This is an optimization exercise on Yosys and OpenROAD, whose aim is small area and a short achievable clock period, not a production implementation. At most, simulation tests tie the RTL to the original design; equivalence was not proved. No functional check of the RTL was part of runs 2 to 6. Power figures rest on the tool's default switching activity, not on a simulated workload.

===== design/flow/design.v =====
module alu_top (
  input  wire        clk,
  input  wire [31:0] X,
  input  wire [31:0] Y,
  input  wire [3:0]  CONTROL,
  output reg  [31:0] RESULTADO,
  output reg         ZERO
);
  reg  [31:0] x_q, y_q;
  reg  [3:0]  ctrl_q;
  wire [31:0] res;
  wire        zero;
  always @(posedge clk) begin
    x_q       <= X;
    y_q       <= Y;
    ctrl_q    <= CONTROL;
    RESULTADO <= res;
    ZERO      <= zero;
  end
  ALU u_alu (
    .X(x_q),
    .Y(y_q),
    .RESULTADO(res),
    .ZERO(zero),
    .CONTROL(ctrl_q)
  );
endmodule

module ALU (X, Y, RESULTADO, ZERO, CONTROL);
input logic signed [31:0] X, Y;
input logic [3:0] CONTROL;
output logic [31:0] RESULTADO;
output logic ZERO;
logic [31:0] Xu,Yu;
assign Xu = X;
assign Yu = Y;
always_comb
begin
case (CONTROL)
	4'b0000: RESULTADO = X + Y;   
	4'b0111: RESULTADO = X - Y;   
	4'b0100: RESULTADO = (X < Y) ? 1 : 0;  
	4'b1100: RESULTADO = (Xu < Yu) ? 1 : 0;  
	4'b0010: RESULTADO = (X & Y);  
	4'b0001: RESULTADO = (X | Y);  
	4'b1001: RESULTADO = (X ^ Y);  
	4'b0110: RESULTADO = Y;  
	4'b1000: RESULTADO = Xu << Yu;  
	4'b1010: RESULTADO = Xu >> Yu;  
	4'b1110: RESULTADO = X >>> Y;  
	4'b1011: RESULTADO = (X >= Y) ? 1 : 0;  
	4'b1111: RESULTADO = X == Y;  
	default: RESULTADO = 0;  
endcase
end
assign ZERO = (RESULTADO == 0) ? 1 : 0;
endmodule 

===== design/flow/run.sh =====
#!/bin/bash
# synth_recipe.tcl (not shown) runs the flow's synth.tcl, then flattens the netlist and writes it again
# the make line also repeats each setting of config.mk as NAME=value (left out here)
make -C /OpenROAD-flow-scripts/flow DESIGN_CONFIG=/design/flow/config.mk WORK_HOME=/design/flow/orfs CLKGATE_MAP_FILE= SYNTH_SCRIPT=/design/flow/synth_recipe.tcl finish

===== design/flow/config.mk =====
export PLATFORM = sky130hd
export DESIGN_NAME = alu_top
export DESIGN_NICKNAME = alu_top
export VERILOG_FILES = /design/flow/design.v
export SDC_FILE = /design/flow/constraint.sdc
export NUM_CORES = 4
export LEC_CHECK = 0
export CAP_MARGIN = 20
export CORE_MARGIN = 2
export CORE_UTILIZATION = 40
export SLEW_MARGIN = 20

===== design/flow/constraint.sdc =====
create_clock -name core_clock -period 5.0 [get_ports {clk}]
set_input_delay 1.0000 -clock core_clock [delete_from_list [all_inputs] [get_ports {clk}]]
set_output_delay 1.0000 -clock core_clock [all_outputs]
set_load 0.01 [all_outputs]

==> summary.md, run 1 <==
| Metric | Value |
|---|---|
| Setup Buffers After CTS | `0` |
| WP data required | `5310 ps` |
| Worst Setup Path Type | `flop to flop` |
| Critical R2R Capture | `ZERO$_DFF_P_` |
| CTS Buffer Depth | `2` |
| Share of post-route cells with drive strength above 1 | `14.79%` |
| Met2 Usage GRT | `59.74%` |
| Status | `timing/DRC/antenna clean` |
| # DRC | `0` |
| Top cells by count, synth | `nand2_1, nor2_1, a21oi_1, dfxtp_1, ha_1` |
| Initial core utilization | `40.83%` |
| Hold path depth | `3` |
| Skew final | `9.173 ps` |
| Post-synth ARST share | `0%` |
| Post-Synthesis Cells | `1,735` |
| Worst setup startpoint | `x_q[13]$_DFF_P_` |
| Hold path endpoint | `RESULTADO[23]$_DFF_P_` |
| CTS Sinks | `101` |
| Synth warn | `2` |
| Final GP Congestion | `1.040` |
| Most common cell in the synthesized netlist | `nand2_1` |
| Worst-margin pin slew | `1034 ps` |
| Ant diodes | `0` |
| Max Cap Viol | `0` |
| Setup violations, final | `0` |
| Sequential cell area | `0.002032 mm^2` |
| P_leak | `0.006217 uW` |
| Final wirelength | `71,850 um` |
| Initial antenna violation count | `4` |
| Final Hold Fails | `0` |
| Max-slew violation count | `0` |
| Final Net Count | `1,981` |
| Setup TNS | `0 ps` |
| Post-Syn Nets | `1,902` |
| M3 GR Usage | `8.856%` |
| FF+latch count, synth | `101` |
| Remaining antenna violation count after routing | `0` |
| Routed vias | `15,848` |
| Slew headroom | `30.98%` |
| DP Wirelength | `56,280 um` |
| RSZ-0062 raised after global routing | `no` |
| Post-synth cell types | `100` |
| R2R cell count | `14` |
| Number of synthesized flops with an enable pin | `0` |
| Vias per inst | `7.009` |
| Layout overhead on the synthesized area | `16.36%` |
| Mean Syn Cell Area | `7.715 um^2` |
| GRT Total Usage | `40.07%` |
| GR Overflow Total | `0` |
| Max Clk Rate | `217.9 MHz` |
| Flop2flop setup slack | `410 ps` |
| Num rows | `66` |
| IO Pins | `102` |
| GRT met1 Usage | `52.54%` |
| Port bufs | `101` |
| Die area | `0.03494 mm^2` |
| Chip Width | `186.9 um` |
| Main synth FF type | `dfxtp_1` |
| Largest net degree at the start of global routing | `81` |
| CP endpoint kind | `flop` |
| Syn Std Cell Area | `0.01339 mm^2` |
| Core area | `0.03278 mm^2` |
| Tcrit/Tclk final | `91.80%` |
| Worst hold start | `y_q[23]$_DFF_P_` |
| Post-CTS Hold Buffers | `0` |
| Peak supply drop | `0.1868 mV` |
| CP startpoint kind | `flop` |
| Critical-path maximum fanout | `12` |
| HP Class | `flop to flop` |
| Origin of the critical flop-to-flop path | `x_q[13]$_DFF_P_` |
| GRT Max-Usage Layer | `met2` |
| Tmin final | `4590 ps` |
| Sequential area share after synthesis | `15.11%` |
| Worst-path clk slew | `70 ps` |
| CTS tree | `built` |
| CTS root buf | `clkbuf_16` |
| First-pass GRT wire length | `104,100 um` |
| First-pass DRT Iterations | `6` |
| H-tree lvl count | `3` |
| Hold slack | `852.8 ps` |
| PD cells | `204.0 mW/mm^2` |
| Chip height | `186.9 um` |
| WL/cell | `31.78 um` |
| Latest clock arrival within the worst-skew pair | `380 ps` |
| Starting DRT DRC Count | `2,018` |
| Multi-input gate area | `0.01031 mm^2` |
| CTS Buf Count | `9` |
| Fill cells | `3,378` |
| Vias in the first global route | `14,928` |
| Area contributors post-synth | `dfxtp_1, ha_1, mux4_2` |
| Synth top area share | `15.11%` |
| Worst path arrival time | `4900 ps` |
| Cts repair resizes | `0` |
| Largest area contributor in the synthesized netlist | `dfxtp_1` |
cell usage in the layout (no fill, tap or decap), types with 11 or more instances in the layout:
cell,instances
nand3_1,47
o21ai_1,13
a21o_1,15
a221oi_1,24
nor2_1,134
ha_1,96
o2111ai_1,14
clkdlybuf4s50_1,101
buf_4,113
o21ai_0,82
dfxtp_1,97
nand2_1,151
a31oi_1,26
a22oi_1,24
nor4_1,31
and2_1,16
or3_1,13
mux4_2,48
o211ai_1,37
mux2i_1,62
and3_1,14
o21a_1,11
mux2_2,27
nor2b_1,13
a21oi_1,101
inv_1,92
a2111oi_0,16
a221o_1,13
nor3_1,56
o22ai_1,26
nand2b_1,22
nand4_1,15
o31ai_1,22
a211oi_1,25
sequential cells by signal (all words and copies together) (netlist names):
register,count
ZERO,1
x_q,32
RESULTADO,32
ctrl_q,4
y_q,32
per-layer routing:
| layer | vias up | wire length [um] |
|---|---|---|
| li1 | 6803 | - |
| met1 | 7664 | 28820 |
| met2 | 1115 | 30410 |
| met3 | 258 | 7334 |
| met4 | 8 | 5213 |
| met5 | - | 81 |
worst max-delay path: stages (launching register included):
cell	delay, ps
dfxtp_1	720
inv_1	100
ha_1	480
inv_1	240
a21oi_1	170
o31ai_1	610
o31ai_4	220
o41ai_2	420
a21oi_1	180
o21ai_1	150
a221oi_1	100
or4_1	590
nor4_1	330
nand2_1	110
nor3_2	100
power by group:
part | total (uW) | switching, uW | internal, uW
sequential | 955 | 84.9 | 871
combinational | 1480 | 901 | 574
clock | 747 | 331 | 415
cells by family after synthesis:
kind of cell | Yosys count | synth area share [%]
buffers and inverters | 251 | 8.226
AOI/OAI and AO/OA | 570 | 30.25
adders and majority gates | 98 | 9.273
and+or+nand+nor | 566 | 21.26
muxes | 139 | 15.24
DFF | 101 | 15.11
xor gates and xnor gates | 10 | 0.6544
area by class of cell:
class / count / area share, %
Tap cell: 442 / 3.551
Sequential cell: 101 / 13.05
Inverter: 98 / 2.362
Clock inverter: 5 / 0.3695
Multi-Input combinational cell: 1383 / 66.21
Timing Repair Buffer: 221 / 12.84
Clock buffer: 11 / 1.623
worst max path at each step:
| stage | slack, ps | endpoint | cells after the start |
|---|---|---|---|
| after floorplan | 610 | ZERO$_DFF_P_ | 20 |
| after global placement | 650 | ZERO$_DFF_P_ | 12 |
| after detailed placement | 630 | ZERO$_DFF_P_ | 14 |
| after CTS | 580 | ZERO$_DFF_P_ | 14 |
| after global routing | 120 | ZERO$_DFF_P_ | 14 |
| final | 410 | ZERO$_DFF_P_ | 14 |
per-stage QoR:
stage                     power [uW]  utilization (%)  std cells  instance area (um^2)  setup WS [ps]
after detailed placement        2384            46.56       2245                 15260          629.3
after CTS                       3143            47.51       2261                 15570          583.6
after global routing            3305            47.51       2261                 15570          119.3
after global placement          2389            46.56       2245                 15260          645.4
final                           3177            47.51       2261                 15570          410.2
after floorplan                 1800                -       1735                 13390          615.0
==> inputs of run 2 (changes only) <==
==> design/flow/design.v (replaced) <==
module alu_top (
  input  wire        clk,
  input  wire [31:0] X,
  input  wire [31:0] Y,
  input  wire [3:0]  CONTROL,
  output reg  [31:0] RESULTADO,
  output reg         ZERO
);
  reg  [31:0] x_q, y_q;
  reg  [3:0]  ctrl_q;
  wire [31:0] res;
  wire        zero;
  always @(posedge clk) begin
    x_q       <= X;
    y_q       <= Y;
    ctrl_q    <= CONTROL;
    RESULTADO <= res;
    ZERO      <= zero;
  end
  ALU u_alu (
    .X(x_q),
    .Y(y_q),
    .RESULTADO(res),
    .ZERO(zero),
    .CONTROL(ctrl_q)
  );
endmodule

module ALU (X, Y, RESULTADO, ZERO, CONTROL);
input logic signed [31:0] X, Y;
input logic [3:0] CONTROL;
output logic [31:0] RESULTADO;
output logic ZERO;
logic op_add, op_sub, op_slt, op_sltu, op_and, op_or, op_xor, op_y;
logic op_sll, op_srl, op_sra, op_sge, op_eq;
assign op_add  = (CONTROL == 4'b0000);
assign op_sub  = (CONTROL == 4'b0111);
assign op_slt  = (CONTROL == 4'b0100);
assign op_sltu = (CONTROL == 4'b1100);
assign op_and  = (CONTROL == 4'b0010);
assign op_or   = (CONTROL == 4'b0001);
assign op_xor  = (CONTROL == 4'b1001);
assign op_y    = (CONTROL == 4'b0110);
assign op_sll  = (CONTROL == 4'b1000);
assign op_srl  = (CONTROL == 4'b1010);
assign op_sra  = (CONTROL == 4'b1110);
assign op_sge  = (CONTROL == 4'b1011);
assign op_eq   = (CONTROL == 4'b1111);
logic        inv;
logic [31:0] yb, sum;
logic [32:0] c;
assign inv = op_sub | op_slt | op_sltu | op_sge;
assign yb  = Y ^ {32{inv}};
assign c[0] = inv;
logic [31:0] g0, p0;
assign g0 = X & yb;
assign p0 = X ^ yb;
logic [31:0] gk [0:5];
logic [31:0] pk [0:5];
assign gk[0] = g0;
assign pk[0] = p0;
genvar i, l;
generate
  for (l = 0; l < 5; l = l + 1) begin : lvl
    for (i = 0; i < 32; i = i + 1) begin : bit_
      if (i >= (1 << l)) begin : comb_
        assign gk[l+1][i] = gk[l][i] | (pk[l][i] & gk[l][i - (1 << l)]);
        assign pk[l+1][i] = pk[l][i] & pk[l][i - (1 << l)];
      end else begin : pass_
        assign gk[l+1][i] = gk[l][i];
        assign pk[l+1][i] = pk[l][i];
      end
    end
  end
  for (i = 0; i < 32; i = i + 1) begin : carry_
    assign c[i+1] = gk[5][i] | (pk[5][i] & c[0]);
  end
endgenerate
assign sum = p0 ^ c[31:0];
logic ltu, lts, eq;
assign ltu = (~X[31] & Y[31]) | (~(X[31] ^ Y[31]) & ~c[31]);
assign lts = ( X[31] & ~Y[31]) | (~(X[31] ^ Y[31]) & ~c[31]);
logic [31:0] xy_xor;
assign xy_xor = X ^ Y;
assign eq = ~|xy_xor;
logic cmp;
assign cmp = (op_slt & lts) | (op_sltu & ltu) | (op_sge & ~lts) | (op_eq & eq);
logic [31:0] xr, sin;
generate
  for (i = 0; i < 32; i = i + 1) begin : rev_
    assign xr[i] = X[31 - i];
  end
endgenerate
assign sin = op_sll ? xr : X;
logic fill, big;
assign fill = op_sra & X[31];
assign big  = |Y[31:5];
logic [31:0] s1, s2, s4, s8, s16, sh;
assign s1  = Y[0] ? {fill, sin[31:1]}        : sin;
assign s2  = Y[1] ? {{2{fill}}, s1[31:2]}    : s1;
assign s4  = Y[2] ? {{4{fill}}, s2[31:4]}    : s2;
assign s8  = Y[3] ? {{8{fill}}, s4[31:8]}    : s4;
assign s16 = Y[4] ? {{16{fill}}, s8[31:16]}  : s8;
assign sh  = big ? {32{fill}} : s16;
logic [31:0] shr;
generate
  for (i = 0; i < 32; i = i + 1) begin : rev2_
    assign shr[i] = sh[31 - i];
  end
endgenerate
logic [31:0] res;
assign res = ({32{op_add | op_sub}} & sum)
           | ({32{op_and}} & (X & Y))
           | ({32{op_or}}  & (X | Y))
           | ({32{op_xor}} & xy_xor)
           | ({32{op_y}}   & Y)
           | ({32{op_srl | op_sra}} & sh)
           | ({32{op_sll}} & shr)
           | {31'b0, cmp};
assign RESULTADO = res;
assign ZERO = ~|res;
endmodule
==> run 2 against run 1 <==
Net effect: still clean on timing, DRC and antenna; non-clock buffer count shrank 37; fmax is 3.3% lower; clock power shrank 6.3%; via count shrank 38%; sequential cell count is the same; critical path type unchanged; critical endpoint unchanged; highest routed layer is now met4.
==> summary.md, run 2 <==
| Metric | Value |
|---|---|
| Post-synth ARST share | `0% (unchanged)` |
| Hold slack | `803.2 ps (-49.67 ps)` |
| Origin of the critical flop-to-flop path | `ctrl_q[0]$_DFF_P_` |
| First-pass GRT wire length | `57,390 um (-45%)` |
| Port bufs | `101 (unchanged)` |
| CTS Buffer Depth | `2 (unchanged)` |
| Slew headroom | `26.66% (-4.3 points)` |
| WL/cell | `26.01 um (-18%)` |
| # DRC | `0 (unchanged)` |
| CTS root buf | `clkbuf_16` |
| Core area | `0.02264 mm^2 (-31%)` |
| Final Util | `49.98% (+2.5 points)` |
| Hold path endpoint | `RESULTADO[15]$_DFF_P_` |
| CTS Sinks | `101 (unchanged)` |
| Post-Syn Nets | `1,250 (-34%)` |
| FF+latch count, synth | `101 (unchanged)` |
| R2R cell count | `17 (+3)` |
| Setup TNS | `0 ps (unchanged)` |
| Share of post-route cells with drive strength above 1 | `13.51% (-1.3 points)` |
| Die area | `0.02430 mm^2 (-30%)` |
| Initial core utilization | `40.76% (-0.066 points)` |
| Status | `timing/DRC/antenna clean` |
| CTS Buf Count | `9 (unchanged)` |
| IO Pins | `102 (unchanged)` |
| Flop2flop setup slack | `250 ps (-160 ps)` |
| HP Class | `flop to flop` |
| Design area | `0.01132 mm^2 (-27%)` |
| Post-synth cell types | `81 (-19%)` |
| Remaining antenna violation count after routing | `0 (unchanged)` |
| Peak supply drop | `0.2011 mV (+7.7%)` |
| RSZ-0062 raised after global routing | `no` |
| Final Net Count | `1,381 (-30%)` |
| Worst path arrival time | `5020 ps (+120 ps)` |
| Main synth FF type | `dfxtp_1` |
| P_leak | `0.004619 uW (-26%)` |
| Hold path depth | `4 (+1)` |
| Vias per inst | `6.524 (-6.9%)` |
| Post-CTS Hold Buffers | `0 (unchanged)` |
| H-tree lvl count | `3 (unchanged)` |
| Tcrit/Tclk final | `94.95% (+3.2 points)` |
| Commonest non-fill, non-tap cell in the layout | `ha_1` |
| Tot Pwr | `2820 uW (-11%)` |
| Area contributors post-synth | `dfxtp_1, ha_1, mux4_2` |
| Max Clk Rate | `210.6 MHz (-3.3%)` |
| Placed Instance Area | `0.01089 mm^2 (-29%)` |
| Chip Width | `155.9 um (-17%)` |
| Mean Syn Cell Area | `8.561 um^2 (+11%)` |
| Largest area contributor in the synthesized netlist | `dfxtp_1` |
| Latest clock arrival within the worst-skew pair | `360 ps (-20 ps)` |
| Routed vias | `9,793 (-38%)` |
| Most frequent cells in the layout | `ha_1, dfxtp_1, clkdlybuf4s50_1` |
| Final GP Congestion | `1.014 (-2.5%)` |
| CP startpoint kind | `flop` |
| Syn Std Cell Area | `0.009229 mm^2 (-31%)` |
| Largest registers | `RESULTADO: 32 flops, x_q: 32 flops, y_q: 32 flops` |
| Worst hold start | `y_q[15]$_DFF_P_` |
| Synth warn | `4 (+2)` |
| Layout overhead on the synthesized area | `22.61%` |
| Synth top area share | `21.91% (+6.8 points)` |
| Tmin final | `4748 ps (+157.7 ps)` |
| CP endpoint kind | `flop` |
| GRT Total Usage | `31.85% (-8.2 points)` |
| Largest net degree at the start of global routing | `33 (-59%)` |
| Worst-path clk slew | `80 ps (about the same)` |
| PD cells | `249.2 mW/mm^2 (+22%)` |
| WP data required | `5270 ps (-40 ps)` |
| CTS tree | `built` |
| Starting DRT DRC Count | `1,178 (-42%)` |
| Worst-margin pin slew | `1096 ps (+62.30 ps)` |
| Max Cap Viol | `0 (unchanged)` |
| Final Hold Fails | `0 (unchanged)` |
| Final wirelength | `39,050 um (-46%)` |
| First-pass DRT Iterations | `5 (-1)` |
| Vias in the first global route | `8,940 (-40%)` |
| Most common cell in the synthesized netlist | `ha_1` |
| Num rows | `55 (-17%)` |
| DP Wirelength | `31,390 um (-44%)` |
| Worst Setup Path Type | `flop to flop` |
| Chip height | `155.9 um (-17%)` |
| Skew final | `9.475 ps (+0.3022 ps)` |
| GR Overflow Total | `0 (unchanged)` |
| Max-slew violation count | `0 (unchanged)` |
| Critical-path maximum fanout | `9 (-3)` |
| Sequential area share after synthesis | `21.91% (+6.8 points)` |
| Setup violations, final | `0 (unchanged)` |
| Post-Synthesis Cells | `1,078 (-38%)` |
| Initial antenna violation count | `2 (-2)` |
| Number of synthesized flops with an enable pin | `0 (unchanged)` |
| Critical R2R Capture | `ZERO$_DFF_P_` |
| Top cells by count, synth | `ha_1, dfxtp_1, nand2_1` |
[run 2: metrics by stage]
step	std cells	worst slack (ps)
3_5_place_dp	1473	126.3
4_1_cts	1489	100.1
2_1_floorplan	1078	3.528
3_3_place_gp	1473	143.4
5_1_grt	1499	3.473
6_report	1501	252.5
[run 2: worst max-delay path, cell delays in order (launching register included)]
cell and delay, ps:
dfxtp_1 340, or3b_2 520, nand3_4 180, buf_4 180, xnor2_1 80, ha_1 340
nand2_1 100, a31o_2 270, a211oi_2 270, or3_1 210, xnor2_1 130, o21ai_1 170
a211o_1 310, or4_1 510, or4_1 510, nor4b_2 260, nand4_1 130, nor4_2 140
[run 2: logic make-up (layout without fill, tap and decap cells)]
kind of cell | Yosys count | after routing | synth area share [%]
AND/OR/NAND/NOR | 276 | 276 | 15.27
multiplexers | 61 | 61 | 12.28
AO/OA/AOI/OAI | 345 | 345 | 25.61
other | 0 | 2 | 0
XOR/XNOR | 52 | 52 | 4.935
adder cells (fa/ha/maj) | 103 | 103 | 13.96
buffers and inverters | 140 | 276 | 6.033
flip-flops | 101 | 101 | 21.91
[run 2: worst max-delay path by stage]
stage	end	slack [ps]	from	depth (start not counted)
global route	ZERO$_DFF_P_	3	ctrl_q[0]$_DFF_P_	17
global placement	ZERO$_DFF_P_	140	ctrl_q[1]$_DFF_P_	17
finish	ZERO$_DFF_P_	250	ctrl_q[0]$_DFF_P_	17
floorplan	ZERO$_DFF_P_	4	ctrl_q[1]$_DFF_P_	18
CTS	ZERO$_DFF_P_	100	ctrl_q[0]$_DFF_P_	17
detailed placement	ZERO$_DFF_P_	130	ctrl_q[0]$_DFF_P_	17
[run 2: where the power goes]
part | total (uW) | switching (uW) | internal (uW) | leakage (uW)
Sequential | 944 | 76.9 | 867 | 0.000847
Clock | 700 | 342 | 359 | 0.000138
Combinational | 1180 | 663 | 513 | 0.00363
[run 2: repair_timing]
| action | in CTS | in global routing |
|---|---|---|
| setup endpoints to repair | 0 | 1 |
| resized for setup | 0 | 17 |
| setup buffers | 0 | 10 |
| hold endpoints to repair | 0 | 0 |
[run 2: cell type report]
type                    count  area [um^2]
flip-flops and latches    101         2022
multi-input cells         837         6725
fillers                  2181        11320
clock buffers              11        242.7
well taps                 285        356.6
repair buffers            184         1638
diodes                      2        5.005
inverters                  76        285.3
clock inverters             5        41.29
[run 2: routing by layer]
metal | global-route usage (%) | vias up | part of all wire, %
met4 | 14.85 | 0 | 5.6
met2 | 47.05 | 631 | 42
li1 | - | 4376 | -
met3 | 7.472 | 115 | 10
met1 | 43.92 | 4671 | 42
met5 | 0 | - | 0
==> inputs of run 3 (changes only) <==
--- a/design/flow/config.mk
+++ b/design/flow/config.mk
@@ -10,2 +10,3 @@
 export CORE_UTILIZATION = 40
+export SETUP_SLACK_MARGIN = 2.0
 export SLEW_MARGIN = 20
==> run 3 against run 2 <==
Net effect: critical path depth stayed put; clock skew is 2.9 ps higher; hold slack better by 37 ps; area after synthesis stayed put; register-to-register slack better by 110 ps; fmax is 2.3% higher; highest routed layer unchanged; critical endpoint unchanged; still clean on timing, DRC and antenna; die area stayed put; sequential cell count stayed put.
==> summary.md, run 3 <==
| Metric | Value |
|---|---|
| Status | `timing/DRC/antenna clean` |
| Max-slew violation count | `0 (unchanged)` |
| Main synth FF type | `dfxtp_1` |
| Share of post-route cells with drive strength above 1 | `28.55% (+15 points)` |
| Post-Synthesis Cells | `1,078 (unchanged)` |
| RSZ-0062 raised after global routing | `yes` |
| Die area | `0.02430 mm^2 (unchanged)` |
| Largest registers | `RESULTADO: 32 flops, x_q: 32 flops, y_q: 32 flops` |
| Setup violations, final | `0 (unchanged)` |
| Worst path arrival time | `4920 ps (-100 ps)` |
| Post-Syn Nets | `1,250 (unchanged)` |
| Syn Std Cell Area | `0.009229 mm^2 (unchanged)` |
| PD cells | `246.0 mW/mm^2 (-1.3%)` |
| CTS Buffer Depth | `2 (unchanged)` |
| Starting DRT DRC Count | `1,273 (+8.1%)` |
| Peak supply drop | `0.1433 mV (-29%)` |
| GRT Total Usage | `33.18% (+1.3 points)` |
| Post-synth cell types | `81 (unchanged)` |
| Latest clock arrival within the worst-skew pair | `370 ps (about the same)` |
| WL/cell | `26.89 um (+3.4%)` |
| Num rows | `55 (unchanged)` |
| CTS tree | `built` |
| Area contributors post-synth | `dfxtp_1, ha_1, mux4_2` |
| Number of synthesized flops with an enable pin | `0 (unchanged)` |
| Top cells by count, synth | `ha_1, dfxtp_1, nand2_1` |
| DP Wirelength | `31,180 um (-0.68%)` |
| Synth top area share | `21.91% (unchanged)` |
| H-tree lvl count | `3 (unchanged)` |
| Placed Cells | `1,455 (-1.2%)` |
| Ant diodes | `0 (-2)` |
| Remaining antenna violation count after routing | `0 (unchanged)` |
| Initial core utilization | `40.76% (unchanged)` |
| Slew headroom | `25.42% (-1.2 points)` |
| Max Clk Rate | `215.6 MHz (+2.3%)` |
| Vias in the first global route | `9,315 (+4.2%)` |
| Chip height | `155.9 um (unchanged)` |
| Layout overhead on the synthesized area | `41.49%` |
| Post-CTS Hold Buffers | `0 (unchanged)` |
| Tmin final | `4639 ps (-108.5 ps)` |
| CP endpoint kind | `flop` |
| Sequential area share after synthesis | `21.91% (unchanged)` |
| CTS Sinks | `101 (unchanged)` |
| First-pass GRT wire length | `59,820 um (+4.2%)` |
| Worst-margin pin slew | `1119 ps (+22.65 ps)` |
| Initial antenna violation count | `1 (-1)` |
| Most common cell in the synthesized netlist | `ha_1` |
| HP Class | `flop to flop` |
| Vias per inst | `6.642 (+1.8%)` |
| Critical-path maximum fanout | `6 (-3)` |
| WP data required | `5280 ps (about the same)` |
| Final wirelength | `41,950 um (+7.4%)` |
| Most frequent cells in the layout | `buf_4, clkdlybuf4s50_1, dfxtp_1` |
| # DRC | `0 (unchanged)` |
| Worst-path clk slew | `70 ps (about the same)` |
| Pre-CTS setup slack | `244.3 ps (+117.9 ps)` |
| Synth warn | `4 (unchanged)` |
| First-pass DRT Iterations | `6 (+1)` |
| Tcrit/Tclk final | `92.78% (-2.2 points)` |
| Hold slack | `840.6 ps (+37.46 ps)` |
| CTS root buf | `clkbuf_16` |
| Routed vias | `10,361 (+5.8%)` |
| Max Cap Viol | `0 (unchanged)` |
| Tot Pwr | `3212 uW (+14%)` |
| Skew final | `12.33 ps (+2.851 ps)` |
| P_leak | `0.005238 uW (+13%)` |
| GR Overflow Total | `0 (unchanged)` |
| CP startpoint kind | `flop` |
| IO Pins | `102 (unchanged)` |
| FF+latch count, synth | `101 (unchanged)` |
| Setup TNS | `0 ps (unchanged)` |
| Worst Setup Path Type | `flop to flop` |
| Chip Width | `155.9 um (unchanged)` |
| Port bufs | `101 (unchanged)` |
| Finished Layout Cells | `1,560 (+3.9%)` |
| Final Hold Fails | `0 (unchanged)` |
| CTS Buf Count | `9 (unchanged)` |
| Final worst setup slack | `360.9 ps (+108.5 ps)` |
| Core area | `0.02264 mm^2 (unchanged)` |
| Largest net degree at the start of global routing | `33 (unchanged)` |
| Post-synth ARST share | `0% (unchanged)` |
| Final GP Congestion | `1.026 (+1.2%)` |
| Commonest non-fill, non-tap cell in the layout | `buf_4` |
| Largest area contributor in the synthesized netlist | `dfxtp_1` |
| Mean Syn Cell Area | `8.561 um^2 (unchanged)` |
| Final Net Count | `1,443 (+4.5%)` |
[run 3: cell counts after synthesis]
No cell type changed its count.
[run 3: area by class of cell]
cell class,count,area (um^2)
repair buffers,244,2230
fillers,1962,9583
multi-input cells,839,7869
clock buffers,11,242.7
inverters,76,289.0
flip-flops and latches,101,2037
clock inverters,4,33.78
well taps,285,356.6
[run 3: metrics by stage]
step                area [um^2]  utilization (%)
floorplan                  9473                -
detailed placement        10920            48.22
CTS                       11990            52.98
global route              13060            57.67
global placement          10920            48.22
finish                    13060            57.67
[run 3: per-layer routing]
layer	wire [um]	track usage, %	share of wire, %
met1	16630	44.71	40
met5	0	0	0
met3	4946	8.806	12
met2	17930	49.43	43
met4	2440	15.73	5.8
[run 3: worst max-delay path: stages, from the launching register on]
cell and delay [ps]:
dfxtp_4 370, or3b_4 460, nand3_4 190, buf_4 150, buf_6 110, xnor2_4 130, ha_1 300, a21oi_2 210
o22ai_2 120, or3_4 420, a21boi_2 200, xnor2_2 120, a221o_1 330, or4b_1 540, or4_4 430, nor4b_2 220
nand4_1 130, nor4_2 130
[run 3: path summary, 6_finish.rpt]
path,start,end,slack [ps],cells past startpoint
setup / recovery,ctrl_q[0]$_DFF_P_,ZERO$_DFF_P_,360,17
hold / removal,y_q[20]$_DFF_P_,RESULTADO[20]$_DFF_P_,840,3
setup reg to reg,ctrl_q[0]$_DFF_P_,ZERO$_DFF_P_,360,17
hold reg to reg,y_q[20]$_DFF_P_,RESULTADO[20]$_DFF_P_,840,3
[run 3: timing repair]
action,CTS,global route
pin swaps,52,74
endpoints found under the setup margin,33,32
buffers inserted,44,43
cloned,2,0
resized for setup,92,123
[run 3: kinds of logic after synthesis]
kind of cell	Yosys count	share of synthesized area, %
simple gates	276	15.27
xor+xnor	52	4.935
fa+ha+maj	103	13.96
flops	101	21.91
mux	61	12.28
compound gates	345	25.61
buf+inv	140	6.033
[run 3: power by group]
part | switching [uW] | internal (uW)
Clock | 335 | 354
Sequential | 87.8 | 866
Combinational | 826 | 743
Total | 1250 | 1960
==> inputs of run 4 (changes only) <==
--- a/design/flow/config.mk
+++ b/design/flow/config.mk
@@ -7,2 +7,3 @@
 export LEC_CHECK = 0
+export ABC_AREA = 1
 export CAP_MARGIN = 20
==> run 4 against run 3 <==
Net effect: still clean; cell area increased by 0.36%; die area increased by 9.4%; via count increased by 19%; core utilization decreased by 5.3 points; first-iteration DRC count increased by 19%.
==> summary.md, run 4 <==
| Metric | Value |
|---|---|
| Status | `timing/DRC/antenna clean` |
| P_leak | `0.006259 uW (+19%)` |
| HP Class | `flop to flop` |
| Hold path depth | `2 (-1)` |
| RSZ-0062 raised after global routing | `yes` |
| Mean Syn Cell Area | `5.992 um^2 (-30%)` |
| Routed vias | `12,323 (+19%)` |
| R2R cell count | `23 (+6)` |
| Multi-input gate area | `0.008044 mm^2 (+2.2%)` |
| Post-synth cell types | `39 (-52%)` |
| Latest clock arrival within the worst-skew pair | `370 ps (about the same)` |
| Most frequent cells in the layout | `nand2_1, nand3_1, inv_1` |
| Core area | `0.02504 mm^2 (+11%)` |
| Largest registers | `RESULTADO: 32 flops, x_q: 32 flops, y_q: 32 flops` |
| Final Net Count | `1,965 (+36%)` |
| Top cells by count, synth | `nand2_1, nand3_1, inv_1` |
| Post-CTS Hold Buffers | `0 (unchanged)` |
| Layout overhead on the synthesized area | `29.48%` |
| Final GP Congestion | `0.9967 (-2.9%)` |
| Peak supply drop | `0.2064 mV (+44%)` |
| Worst-path clk slew | `80 ps (about the same)` |
| Final Hold Fails | `0 (unchanged)` |
| Worst path arrival time | `3740 ps (-1180 ps)` |
| Post-Syn Nets | `1,861 (+49%)` |
| First-pass DRT Iterations | `6 (unchanged)` |
| Num rows | `58 (+5.5%)` |
| Skew final | `17.12 ps (+4.796 ps)` |
| Most common cell in the synthesized netlist | `nand2_1` |
| Final worst setup slack | `1521 ps (+1160 ps)` |
| Syn Std Cell Area | `0.01012 mm^2 (+9.7%)` |
| CTS root buf | `clkbuf_16` |
| Hold slack | `751.7 ps (-88.87 ps)` |
| Post-Synthesis Cells | `1,689 (+57%)` |
| Vias in the first global route | `11,432 (+23%)` |
| Sequential area share after synthesis | `19.98% (-1.9 points)` |
| Setup violations, final | `0 (unchanged)` |
| Initial core utilization | `40.42% (-0.34 points)` |
| WP data required | `5270 ps (about the same)` |
| Final wirelength | `45,390 um (+8.2%)` |
| # DRC | `0 (unchanged)` |
| CTS Buffer Depth | `2 (unchanged)` |
| CTS tree | `built` |
| First-pass GRT wire length | `67,090 um (+12%)` |
| Largest area contributor in the synthesized netlist | `dfxtp_1` |
| Worst-margin pin slew | `1084 ps (-35.18 ps)` |
| Port bufs | `101 (unchanged)` |
| CP endpoint kind | `flop` |
| Initial antenna violation count | `0 (-1)` |
| Pre-CTS setup slack | `1058 ps (+813.4 ps)` |
| CP startpoint kind | `flop` |
| Tcrit/Tclk final | `69.58% (-23 points)` |
| PD cells | `237.7 mW/mm^2 (-3.4%)` |
| DP Wirelength | `34,610 um (+11%)` |
| Post-synth ARST share | `0% (unchanged)` |
| Die area | `0.02659 mm^2 (+9.4%)` |
| H-tree lvl count | `3 (unchanged)` |
| FF+latch count, synth | `101 (unchanged)` |
| Ant diodes | `0 (unchanged)` |
| Remaining antenna violation count after routing | `0 (unchanged)` |
| Tmin final | `3479 ps (-1160 ps)` |
| CTS Buf Count | `9 (unchanged)` |
| Fill cells | `2,543 (+30%)` |
| Synth top area share | `19.98% (-1.9 points)` |
| WL/cell | `21.33 um (-21%)` |
| Share of post-route cells with drive strength above 1 | `16.13% (-12 points)` |
| Chip Width | `163.1 um (+4.6%)` |
| Area contributors post-synth | `dfxtp_1, nand3_1, nand2_1` |
| Max Clk Rate | `287.4 MHz (+33%)` |
| Slew headroom | `27.49% (+2.1 points)` |
| Main synth FF type | `dfxtp_1` |
| CTS Sinks | `101 (unchanged)` |
| Synth warn | `4 (unchanged)` |
| Number of synthesized flops with an enable pin | `0 (unchanged)` |
| Commonest non-fill, non-tap cell in the layout | `nand2_1` |
| GRT Total Usage | `33.65% (+0.46 points)` |
| GR Overflow Total | `0 (unchanged)` |
| Starting DRT DRC Count | `1,509 (+19%)` |
| IO Pins | `102 (unchanged)` |
| Critical-path maximum fanout | `8 (+2)` |
| Max Cap Viol | `0 (unchanged)` |
| Sequential cell area | `0.002037 mm^2 (unchanged)` |
| Max-slew violation count | `0 (unchanged)` |
| Setup TNS | `0 ps (unchanged)` |
| Largest net degree at the start of global routing | `43 (+30%)` |
| Worst Setup Path Type | `flop to flop` |
| Chip height | `163.1 um (+4.6%)` |
| Vias per inst | `5.791 (-13%)` |
## run 4: cell types whose count changed after synthesis, sizes merged, moves of 18 or more
cell	delta
xnor2	-47
nand3	+349
o21ai	-30
a22oi	-35
buf	+18
mux2i	-18
nand2	+388
nand4	+30
xor2	+27
nor2	+73
inv	+108
mux4	-40
## run 4: cell families after synthesis
group | synth area share, %
buf+inv | 10.11
flops | 19.98
compound gates | 8.456
fa+ha+maj | 12.73
xor+xnor | 2.769
simple gates | 45.95
## run 4: timing repair
item | 4_1_cts | 5_1_grt
gates resized for setup | 96 | 146
buffers inserted | 24 | 20
cloned | 2 | 1
pin swaps | 28 | 41
setup endpoints to repair | 31 | 30
## run 4: path summary, 6_finish.rpt
kind | from | end | slack (ps)
min reg2reg | y_q[25]$_DFF_P_ | RESULTADO[25]$_DFF_P_ | 750
max reg2reg | ctrl_q[2]$_DFF_P_ | RESULTADO[31]$_DFF_P_ | 1520
max | ctrl_q[2]$_DFF_P_ | RESULTADO[31]$_DFF_P_ | 1520
min | y_q[25]$_DFF_P_ | RESULTADO[25]$_DFF_P_ | 750
## run 4: power breakdown
part,leakage (uW),internal [uW],switching (uW)
Sequential,0.000848,864,95.8
Clock,0.000145,357,387
Combinational,0.00527,559,852
Total,0.00626,1780,1330
## run 4: metrics by stage
stage               cells  power, uW  instance area, um^2  utilization (%)
floorplan            1689       1660                10220                -
global placement     2065       2076                11440            45.70
detailed placement   2065       2078                11440            45.70
CTS                  2107       2931                12310            49.18
global route         2128       3276                13110            52.34
finish               2128       3114                13110            52.34
## run 4: layout make-up
cell class / count / share of cell area, %
clock buffers: 9 / 1.719
clock inverters: 7 / 0.5728
inverters: 184 / 5.337
multi-input cells: 1331 / 61.38
flip-flops and latches: 101 / 15.54
well taps: 330 / 3.151
repair buffers: 166 / 12.30
## run 4: critical path, stage by stage (launching register included)
cell,delay (ps)
dfxtp_4,380
inv_4,70
nor2_4,40
nand2_4,80
nand3_4,160
buf_6,180
buf_16,150
xor2_4,160
ha_4,290
nand2_2,100
nor2_2,150
nand2_1,140
inv_1,100
nand3_1,70
nand2_1,130
nand2_2,110
buf_4,150
a21oi_2,90
nand3b_1,160
nand3_2,180
buf_6,170
buf_6,100
buf_6,100
buf_6,90
## run 4: metal layers
metal | GRT usage (%) | wire [um] | vias to the layer above
li1 | - | - | 5828
met1 | 45.25 | 19060 | 5688
met2 | 51.66 | 19160 | 676
met3 | 6.374 | 4484 | 131
met4 | 16.37 | 2692 | 0
met5 | 0 | 0 | -
==> inputs of run 5 (changes only) <==
--- a/design/flow/config.mk
+++ b/design/flow/config.mk
@@ -7,6 +7,6 @@
 export LEC_CHECK = 0
-export ABC_AREA = 1
+export ABC_CLOCK_PERIOD_IN_PS = 3000
 export CAP_MARGIN = 20
 export CORE_MARGIN = 2
-export CORE_UTILIZATION = 40
+export CORE_UTILIZATION = 60
 export SETUP_SLACK_MARGIN = 2.0
==> run 5 against run 4 <==
Net effect: the run now fails in global routing (5_1_grt); area after synthesis fell by 8.8%; synthesized cell count is 36% lower.
==> summary.md, run 5 <==
| Metric | Value |
|---|---|
| Status | `stopped before the end` |
| Last stage | `global routing (5_1_grt)` |
| First Err | `[ERROR GRT-0232] Routing congestion too high. Check the congestion heatmap in the GUI.` |
| FF+latch count, synth | `101 (unchanged)` |
| IO Pins | `102 (unchanged)` |
| Largest area contributor in the synthesized netlist | `dfxtp_1` |
| Placed Instance Area | `0.01075 mm^2 (-6.1%)` |
| Post-CTS Hold Buffers | `0 (unchanged)` |
| Chip Width | `128.0 um (-21%)` |
| Synth warn | `4 (unchanged)` |
| Sequential area share after synthesis | `21.91% (+1.9 points)` |
| Area contributors post-synth | `dfxtp_1, ha_1, mux4_2` |
| Num rows | `45 (-22%)` |
| GRT Total Usage | `74.59%` |
| Syn Std Cell Area | `0.009229 mm^2 (-8.8%)` |
| Post-synth cell types | `81 (+110%)` |
| Most common cell in the synthesized netlist | `ha_1` |
| GR Overflow Total | `6` |
| Mean Syn Cell Area | `8.561 um^2 (+43%)` |
| DP Wirelength | `29,220 um (-16%)` |
| CTS Buffer Depth | `2 (unchanged)` |
| H-tree lvl count | `3 (unchanged)` |
| Top cells by count, synth | `ha_1, dfxtp_1, nand2_1` |
| Chip height | `128.0 um (-21%)` |
| Final GP Congestion | `1.089 (+9.2%)` |
| Post-Synthesis Cells | `1,078 (-36%)` |
| Largest net degree at the start of global routing | `33` |
| CTS Sinks | `101 (unchanged)` |
| Initial core utilization | `61.16% (+21 points)` |
| Crit. endpoint post-GRT repair | `ZERO$_DFF_P_/D` |
| Main synth FF type | `dfxtp_1` |
| Number of synthesized flops with an enable pin | `0 (unchanged)` |
| Port bufs | `101 (unchanged)` |
| Synth top area share | `21.91% (+1.9 points)` |
| CTS Buf Count | `9 (unchanged)` |
| Post-synth ARST share | `0% (unchanged)` |
| Pre-CTS setup slack | `170.8 ps (-886.9 ps)` |
| Worst_ep kind | `register input` |
| CTS root buf | `clkbuf_16` |
| Post-Syn Nets | `1,250 (-33%)` |
## run 5: cell count changes after synthesis, sizes merged, moves of 15 or more
cell	change
mux2i	+18
mux4	+40
xnor2	+47
inv	-108
a22oi	+35
nor2	-73
buf	-18
nand4	-30
o21ai	+30
a21oi	+16
xor2	-27
nand3	-349
o211ai	+15
nand2	-388
## run 5: timing repair
item	4_1_cts
setup endpoints to repair	33
endpoints found under the hold margin	0
pin swaps	66
resized for setup	130
buffers inserted	62
## run 5: kinds of logic after synthesis
logic type               count (synthesis)  synth area share, %
AO/OA/AOI/OAI                          345                25.61
XOR/XNOR                                52                4.935
adder cells (fa/ha/maj)                103                13.96
buffers and inverters                  140                6.033
flip-flops                             101                21.91
multiplexers                            61                12.28
AND/OR/NAND/NOR                        276                15.27
## run 5: power groups by stage
stage,clock network [uW],logic [uW],registers (uW)
after floorplan,0,723,942
after global placement,0,1090,954
after detailed placement,0,1110,957
after CTS,715,1330,938
## run 5: how the worst min path moves through the flow
stage                          from               endpoint  slack [ps]  cells after the start
floorplan            y_q[5]$_DFF_P_   RESULTADO[5]$_DFF_P_         560                      2
detailed placement  y_q[11]$_DFF_P_  RESULTADO[11]$_DFF_P_         760                      2
CTS                 y_q[11]$_DFF_P_  RESULTADO[11]$_DFF_P_         780                      2
global placement    y_q[11]$_DFF_P_  RESULTADO[11]$_DFF_P_         770                      2
## run 5: per-layer routing
layer  track usage [%]  GRT overflow
met1             75.35             0
met2             89.81             2
met3             61.64             0
met4             70.27             4
met5             32.51             0
## run 5: through the flow
stage / hold slack (ps) / instances / power [uW]
floorplan: 559.6 / 1078 / 1665
detailed placement: 756.3 / 1350 / 2067
global placement: 767.0 / 1350 / 2048
CTS: 783.0 / 1428 / 2987
==> inputs of run 6 (changes only) <==
--- a/design/flow/config.mk
+++ b/design/flow/config.mk
@@ -7,3 +7,3 @@
 export LEC_CHECK = 0
-export ABC_CLOCK_PERIOD_IN_PS = 3000
+export ABC_CLOCK_PERIOD_IN_PS = 2500
 export CAP_MARGIN = 20
@@ -11,3 +11,3 @@
 export CORE_UTILIZATION = 60
-export SETUP_SLACK_MARGIN = 2.0
+export SETUP_SLACK_MARGIN = 2.5
 export SLEW_MARGIN = 20
==> run 6 against run 5 <==
Net effect: area after synthesis unchanged; synthesized cell count is the same; the flow again stops in global routing (5_1_grt).
==> summary.md, run 6 <==
| Metric | Value |
|---|---|
| Status | `stopped before the end` |
| Last stage | `global routing (5_1_grt)` |
| First Err | `[ERROR GRT-0232] Routing congestion too high. Check the congestion heatmap in the GUI.` |
| DP Wirelength | `29,430 um (+0.73%)` |
| Post-synth ARST share | `0% (unchanged)` |
| Area contributors post-synth | `dfxtp_1, ha_1, mux4_2` |
| Placed Cells | `1,350 (unchanged)` |
| H-tree lvl count | `3 (unchanged)` |
| Largest net degree at the start of global routing | `33` |
| Number of synthesized flops with an enable pin | `0 (unchanged)` |
| Post-CTS Hold Buffers | `0 (unchanged)` |
| Syn Std Cell Area | `0.009229 mm^2 (unchanged)` |
| CTS Sinks | `101 (unchanged)` |
| Chip height | `128.0 um (unchanged)` |
| Initial core utilization | `61.16% (unchanged)` |
| Placed Instance Area | `0.01077 mm^2 (+0.16%)` |
| GRT Total Usage | `74.91%` |
| Post-Synthesis Cells | `1,078 (unchanged)` |
| Main synth FF type | `dfxtp_1` |
| Port bufs | `101 (unchanged)` |
| Most common cell in the synthesized netlist | `ha_1` |
| Final GP Congestion | `1.092 (+0.28%)` |
| Synth warn | `4 (unchanged)` |
| GR Overflow Total | `14` |
| Post-Syn Nets | `1,250 (unchanged)` |
| Largest area contributor in the synthesized netlist | `dfxtp_1` |
| Crit. endpoint post-GRT repair | `ZERO$_DFF_P_/D` |
| CTS root buf | `clkbuf_16` |
| Sequential area share after synthesis | `21.91% (unchanged)` |
| CTS Buf Count | `9 (unchanged)` |
| Num rows | `45 (unchanged)` |
| IO Pins | `102 (unchanged)` |
| Top cells by count, synth | `ha_1, dfxtp_1, nand2_1` |
| Chip Width | `128.0 um (unchanged)` |
| Worst_ep kind | `register input` |
| Synth top area share | `21.91% (unchanged)` |
| Post-synth cell types | `81 (unchanged)` |
| Mean Syn Cell Area | `8.561 um^2 (unchanged)` |
| FF+latch count, synth | `101 (unchanged)` |
| CTS Buffer Depth | `2 (unchanged)` |
## run 6: power by group through the flow
| stage | sequential, uW | combinational [uW] | clock [uW] |
|---|---|---|---|
| detailed placement | 961 | 1130 | 0 |
| global placement | 958 | 1120 | 0 |
| CTS | 942 | 1370 | 680 |
| floorplan | 942 | 726 | 0 |
## run 6: metal layers
metal / track usage [%] / overflow
met5: 28.48 / 0
met4: 71.88 / 6
met3: 59.10 / 0
met2: 90.91 / 8
met1: 76.68 / 0
## run 6: worst max path at each step
stage / from / end / slack, ps / cells past startpoint
after floorplan: ctrl_q[1]$_DFF_P_ / ZERO$_DFF_P_ / 690 / 19
after CTS: ctrl_q[0]$_DFF_P_ / ZERO$_DFF_P_ / 610 / 17
after detailed placement: ctrl_q[0]$_DFF_P_ / ZERO$_DFF_P_ / 280 / 16
after global placement: ctrl_q[1]$_DFF_P_ / ZERO$_DFF_P_ / 410 / 16
## run 6: through the flow
stage	worst slack [ps]	power (uW)	hold slack, ps
after CTS	613.3	2989	759.1
after floorplan	686.7	1668	559.6
after detailed placement	283.9	2089	755.4
after global placement	408.8	2077	747.8
## run 6: timing repair
action | in CTS
resized for setup | 118
setup endpoints to repair | 33
pin swaps | 66
cloned | 5
setup buffers | 70
## run 6: cell families after synthesis
family | after synthesis | synth area share (%)
AOI/OAI and AO/OA | 345 | 25.61
xor gates and xnor gates | 52 | 4.935
adders and majority gates | 103 | 13.96
buffers and inverters | 140 | 6.033
DFF | 101 | 21.91
muxes | 61 | 12.28
and+or+nand+nor | 276 | 15.27

## re-timing with driven ports
No port has a modelled driver above. Below, the same layouts with a new extraction and two added sets of constraints.
Step 1 sets driving cells, clkbuf_16 on the clock port and buf_2 on the other inputs (assumed; they add their load-dependent delay and slew).
Step 2 adds t to the input delays and takes it off the output delays; t is the mean of the earliest and latest rising clock arrival at the registers after step 1. Input paths then give back, and output paths get back, about the clock's delay inside the block.
a / b / c = no drivers / after step 1 / after step 2; a / b = the first two.
| run | t, ns | setup slack, ns | hold WS [ns] |
|---|---|---|---|
| run 1 | 0.435 | 0.410 / 0.410 / 0.410 | 0.853 / 0.853 / 0.853 |
| run 2 | 0.406 | 0.252 / 0.252 / 0.252 | 0.803 / 0.803 / 0.803 |
| run 3 | 0.408 | 0.361 / 0.361 / 0.361 | 0.841 / 0.841 / 0.841 |
| run 4 | 0.408 | 1.521 / 1.521 / 1.521 | 0.752 / 0.752 / 0.752 |
After both steps setup and hold are still met in every run listed.
